This design comes from an exercise in tuning for small area and a short achievable clock period on the open sky130 flow, not from production work. RTL that was checked went through simulation tests only; none was proved equivalent to the original.

==> flow/design.v <==
`timescale 1ns / 1ps
module Prefix #(parameter W = 8, parameter KIND = 0) (P, G, CO);
  input  [W-1:0] P, G;
  output [W-1:0] CO;
  reg [W-1:0] g, p;
  integer i, l;
  always @* begin
    g = G;
    p = P;
    if (KIND == 0) begin
      for (l = 0; (1 << l) < W; l = l + 1)
        for (i = (2 << l) - 1; i < W; i = i + (2 << l)) begin
          g[i] = g[i] | (p[i] & g[i - (1 << l)]);
          p[i] = p[i] & p[i - (1 << l)];
        end
      for (l = 15; l >= 0; l = l - 1)
        if ((2 << l) < W)
          for (i = 3 * (1 << l) - 1; i < W; i = i + (2 << l)) begin
            g[i] = g[i] | (p[i] & g[i - (1 << l)]);
            p[i] = p[i] & p[i - (1 << l)];
          end
    end else if (KIND == 1) begin
      for (l = 0; (1 << l) < W; l = l + 1)
        for (i = W - 1; i >= (1 << l); i = i - 1) begin
          g[i] = g[i] | (p[i] & g[i - (1 << l)]);
          p[i] = p[i] & p[i - (1 << l)];
        end
    end else if (KIND == 2) begin
      for (l = 0; (1 << l) < W; l = l + 1)
        for (i = 0; i < W; i = i + 1)
          if ((i >> l) & 1) begin
            g[i] = g[i] | (p[i] & g[((i >> l) << l) - 1]);
            p[i] = p[i] & p[((i >> l) << l) - 1];
          end
    end else begin
      for (i = 1; i < W; i = i + 1) begin
        g[i] = g[i] | (p[i] & g[i - 1]);
        p[i] = p[i] & p[i - 1];
      end
    end
  end
  assign CO = g;
endmodule
`timescale 1ns / 1ps
`timescale 1ns / 1ps
`timescale 1ns / 1ps
`timescale 1ns / 1ps
`timescale 1ns / 1ps
`timescale 1ns / 1ps
`timescale 1ns / 1ps
module Circuit4(Rst, clk, a, b, c, z, x);
  parameter KLT = 0;    
  parameter KSUM = 0;   
  input clk, Rst;
  input [63:0] a, b, c;
  output reg [31:0] z, x;
  wire [63:0] gab = a & b, pab = a ^ b;
  wire [63:0] gac = a & c, pac = a ^ c;
  wire [63:0] gbc = ~b & c, pbc = ~(b ^ c);    
  wire [31:0] gf = a[31:0] & ~b[31:0];         
  wire [31:0] pf = ~pab[31:0];
  wire [32:0] cab, cac;
  wire [31:0] cf;
  Prefix #(.W(33), .KIND(KSUM)) u_ab (.P(pab[32:0]), .G(gab[32:0]), .CO(cab));
  Prefix #(.W(33), .KIND(KSUM)) u_ac (.P(pac[32:0]), .G(gac[32:0]), .CO(cac));
  Prefix #(.W(32), .KIND(KSUM)) u_f (.P(pf), .G({gf[31:1], gf[0] | pf[0]}), .CO(cf));
  wire [63:0] lab, lac, lbc;
  Prefix #(.W(64), .KIND(KLT)) l_ab (.P(a | b), .G(gab), .CO(lab));
  Prefix #(.W(64), .KIND(KLT)) l_ac (.P(a | c), .G(gac), .CO(lac));
  Prefix #(.W(64), .KIND(KLT)) l_bc (.P(~b | c), .G(gbc), .CO(lbc));
  wire [32:0] d = pab[32:0] ^ {cab[31:0], 1'b0};
  wire [32:0] e = pac[32:0] ^ {cac[31:0], 1'b0};
  wire dEQe = &pbc;
  wire dLTe = lab[63] ^ lac[63] ^ lbc[63];
  wire [32:0] g = dLTe ? d : e;
  wire [31:0] h = pab[31:0] ^ (dEQe ? {cab[30:0], 1'b0} : ~{cf[30:0], 1'b1});
  reg [32:0] greg;
  reg [31:0] hreg;
  reg rstd;
  wire run = ~(Rst | rstd);
  wire xsh = run & dLTe, xkeep = run & ~dLTe;
  wire zsh = run & dEQe, zkeep = run & ~dEQe;
  always @(posedge clk) begin
    greg <= g;
    hreg <= h;
    rstd <= Rst;
    x <= ({32{xsh}} & {hreg[30:0], 1'b0}) | ({32{xkeep}} & hreg);
    z <= ({32{zsh}} & greg[32:1]) | ({32{zkeep}} & greg[31:0]);
  end
endmodule
export LEC_CHECK = 0
export CAP_MARGIN = 20
export CORE_MARGIN = 2
export CORE_UTILIZATION = 40
export SETUP_SLACK_MARGIN = 3.7
export SLEW_MARGIN = 20
export TNS_END_PERCENT = 0
create_clock -name core_clock -period 7.0 [get_ports {clk}]
standard.sh (not shown) runs the stock make flow with config.mk's settings and CLKGATE_MAP_FILE= SYNTH_SCRIPT=/design/flow/synth_recipe.tcl, a recipe that flattens the netlist after the stock synthesis.
==> flow/flow/run.sh <==
#!/bin/bash
# The standard ORFS layout (standard.sh), with:
#  - synthesis by flow/synth.tcl: the standard script with abc run on
#    flow/abc.script and no full/half-adder extraction;
#  - port buffers of sky130_fd_sc_hd__buf_1 (every input and output port
#    still gets its own buffer);
#  - clock tree synthesis without dummy loads.
# Each tool's full output is in orfs/logs/...; make's own output in make.log.
set -euo pipefail
here=$(pwd)
export MY_ABC_SCRIPT=$here/flow/abc.script
export MY_ABC_D=3000
export BUFFER_PORTS_ARGS="-buffer_cell sky130_fd_sc_hd__buf_1"
export CTS_ARGS="-sink_clustering_enable -repair_clock_nets -dont_use_dummy_load -sink_clustering_size 30 -sink_clustering_max_diameter 120 -buf_list {sky130_fd_sc_hd__clkbuf_4 sky130_fd_sc_hd__clkbuf_8}"
bash standard.sh SYNTH_SCRIPT=$here/flow/synth.tcl finish > make.log 2>&1
==> flow/flow/abc.script <==
strash
balance
rewrite
refactor
balance
rewrite -z
refactor -z
balance
dch -f
map -D 1000
topo
buffer -c
stime -c
upsize -c -D 1000
dnsize -c -D 1000
==> flow/flow/synth.tcl <==
# The standard synthesis script (synth_recipe.tcl), with two changes made
# by overriding Yosys commands before ORFS's synth.tcl runs:
#  - abc uses the mapping script flow/abc.script (the ORFS call and its
#    liberty, dont_use and constraint arguments are otherwise unchanged);
#  - extract_fa is skipped, so adders stay as plain gates for abc to map.
# Registers, their names and cell types are the same as the standard flow's.
proc synth {args} { yosys synth -nofsm -noshare {*}$args }
proc abc {args} {
  set i [lsearch -exact $args -script]
  lset args [expr {$i + 1}] $::env(MY_ABC_SCRIPT)
  set j [lsearch -exact $args -D]
  if { $j >= 0 } {
    lset args [expr {$j + 1}] $::env(MY_ABC_D)
  } else {
    lappend args -D $::env(MY_ABC_D)
  }
  yosys abc {*}$args
}
proc extract_fa {args} { puts "extract_fa skipped" }
source $::env(SCRIPTS_DIR)/synth.tcl
# left out here: clear keep_hierarchy, flatten, clean up, hide names made inside functions, write 1_2_yosys.v
Then changed:
--- a/flow/design.v
+++ b/flow/design.v
@@ -58,21 +58,19 @@
   wire [63:0] gac = a & c, pac = a ^ c;
   wire [63:0] gbc = ~b & c, pbc = ~(b ^ c);    
   wire [31:0] gf = a[31:0] & ~b[31:0];         
   wire [31:0] pf = ~pab[31:0];
-  wire [32:0] cab, cac;
+  wire [63:0] cab, cac, cbc;
+  wire [32:0] sab, sac;
   wire [31:0] cf;
-  Prefix #(.W(33), .KIND(KSUM)) u_ab (.P(pab[32:0]), .G(gab[32:0]), .CO(cab));
-  Prefix #(.W(33), .KIND(KSUM)) u_ac (.P(pac[32:0]), .G(gac[32:0]), .CO(cac));
+  Prefix #(.W(64), .KIND(KLT)) u_ab (.P(pab), .G(gab), .CO(cab));
+  Prefix #(.W(64), .KIND(KLT)) u_ac (.P(pac), .G(gac), .CO(cac));
+  Prefix #(.W(64), .KIND(KLT)) u_bc (.P(pbc), .G(gbc), .CO(cbc));
   Prefix #(.W(32), .KIND(KSUM)) u_f (.P(pf), .G({gf[31:1], gf[0] | pf[0]}), .CO(cf));
-  wire [63:0] lab, lac, lbc;
-  Prefix #(.W(64), .KIND(KLT)) l_ab (.P(a | b), .G(gab), .CO(lab));
-  Prefix #(.W(64), .KIND(KLT)) l_ac (.P(a | c), .G(gac), .CO(lac));
-  Prefix #(.W(64), .KIND(KLT)) l_bc (.P(~b | c), .G(gbc), .CO(lbc));
   wire [32:0] d = pab[32:0] ^ {cab[31:0], 1'b0};
   wire [32:0] e = pac[32:0] ^ {cac[31:0], 1'b0};
   wire dEQe = &pbc;
-  wire dLTe = lab[63] ^ lac[63] ^ lbc[63];
+  wire dLTe = cab[63] ^ cac[63] ^ cbc[63];
   wire [32:0] g = dLTe ? d : e;
   wire [31:0] h = pab[31:0] ^ (dEQe ? {cab[30:0], 1'b0} : ~{cf[30:0], 1'b1});
   reg [32:0] greg;
   reg [31:0] hreg;
Effect: Count of clock-buffer cells in the layout is unchanged. Cell area went up by 8.4%. Setup slack gets worse by 0.11 ns. Register-to-register slack gets better by 0.15 ns. Routed wire length came out higher by 0.86%. Synthesized area fell by 0.80%. Synthesized cell count stays flat.
Function not checked in the second run of this note: the RTL went through the layout flow alone.

==> afterwards: timing with drivers on the ports <==
No port has a modelled driver above. Below, the same layouts with a new extraction and two added sets of constraints.
Step 1, drivers: a clkbuf_16 drives clk and a buf_2 each remaining input, both assumed.
Step 2, shift: input delay + t, output delay - t, t = (earliest + latest rising clock arrival at the registers) / 2. This alone moves slack from input paths to output paths.
a / b / c = ideal ports / drivers / drivers and shift; a / b = the first two.
| run | t (ns) | slack for setup (ns) | slew at the worst register clock pin (ns) | worst slew at a driven data input, ns | cell pins on the clock port's net |
|---|---|---|---|---|---|
| the first run | 0.441 | 3.669 / 3.668 / 3.227 | 0.08 / 0.08 | 0.08 | 1 |
| the second run | 0.471 | 3.557 / 3.570 / 3.099 | 0.07 / 0.07 | 0.09 | 1 |
After both steps every run listed still meets setup and hold. The setup slack of the second run, which loses most, moves by +0.013 ns with the drivers and by -0.458 ns with both steps.
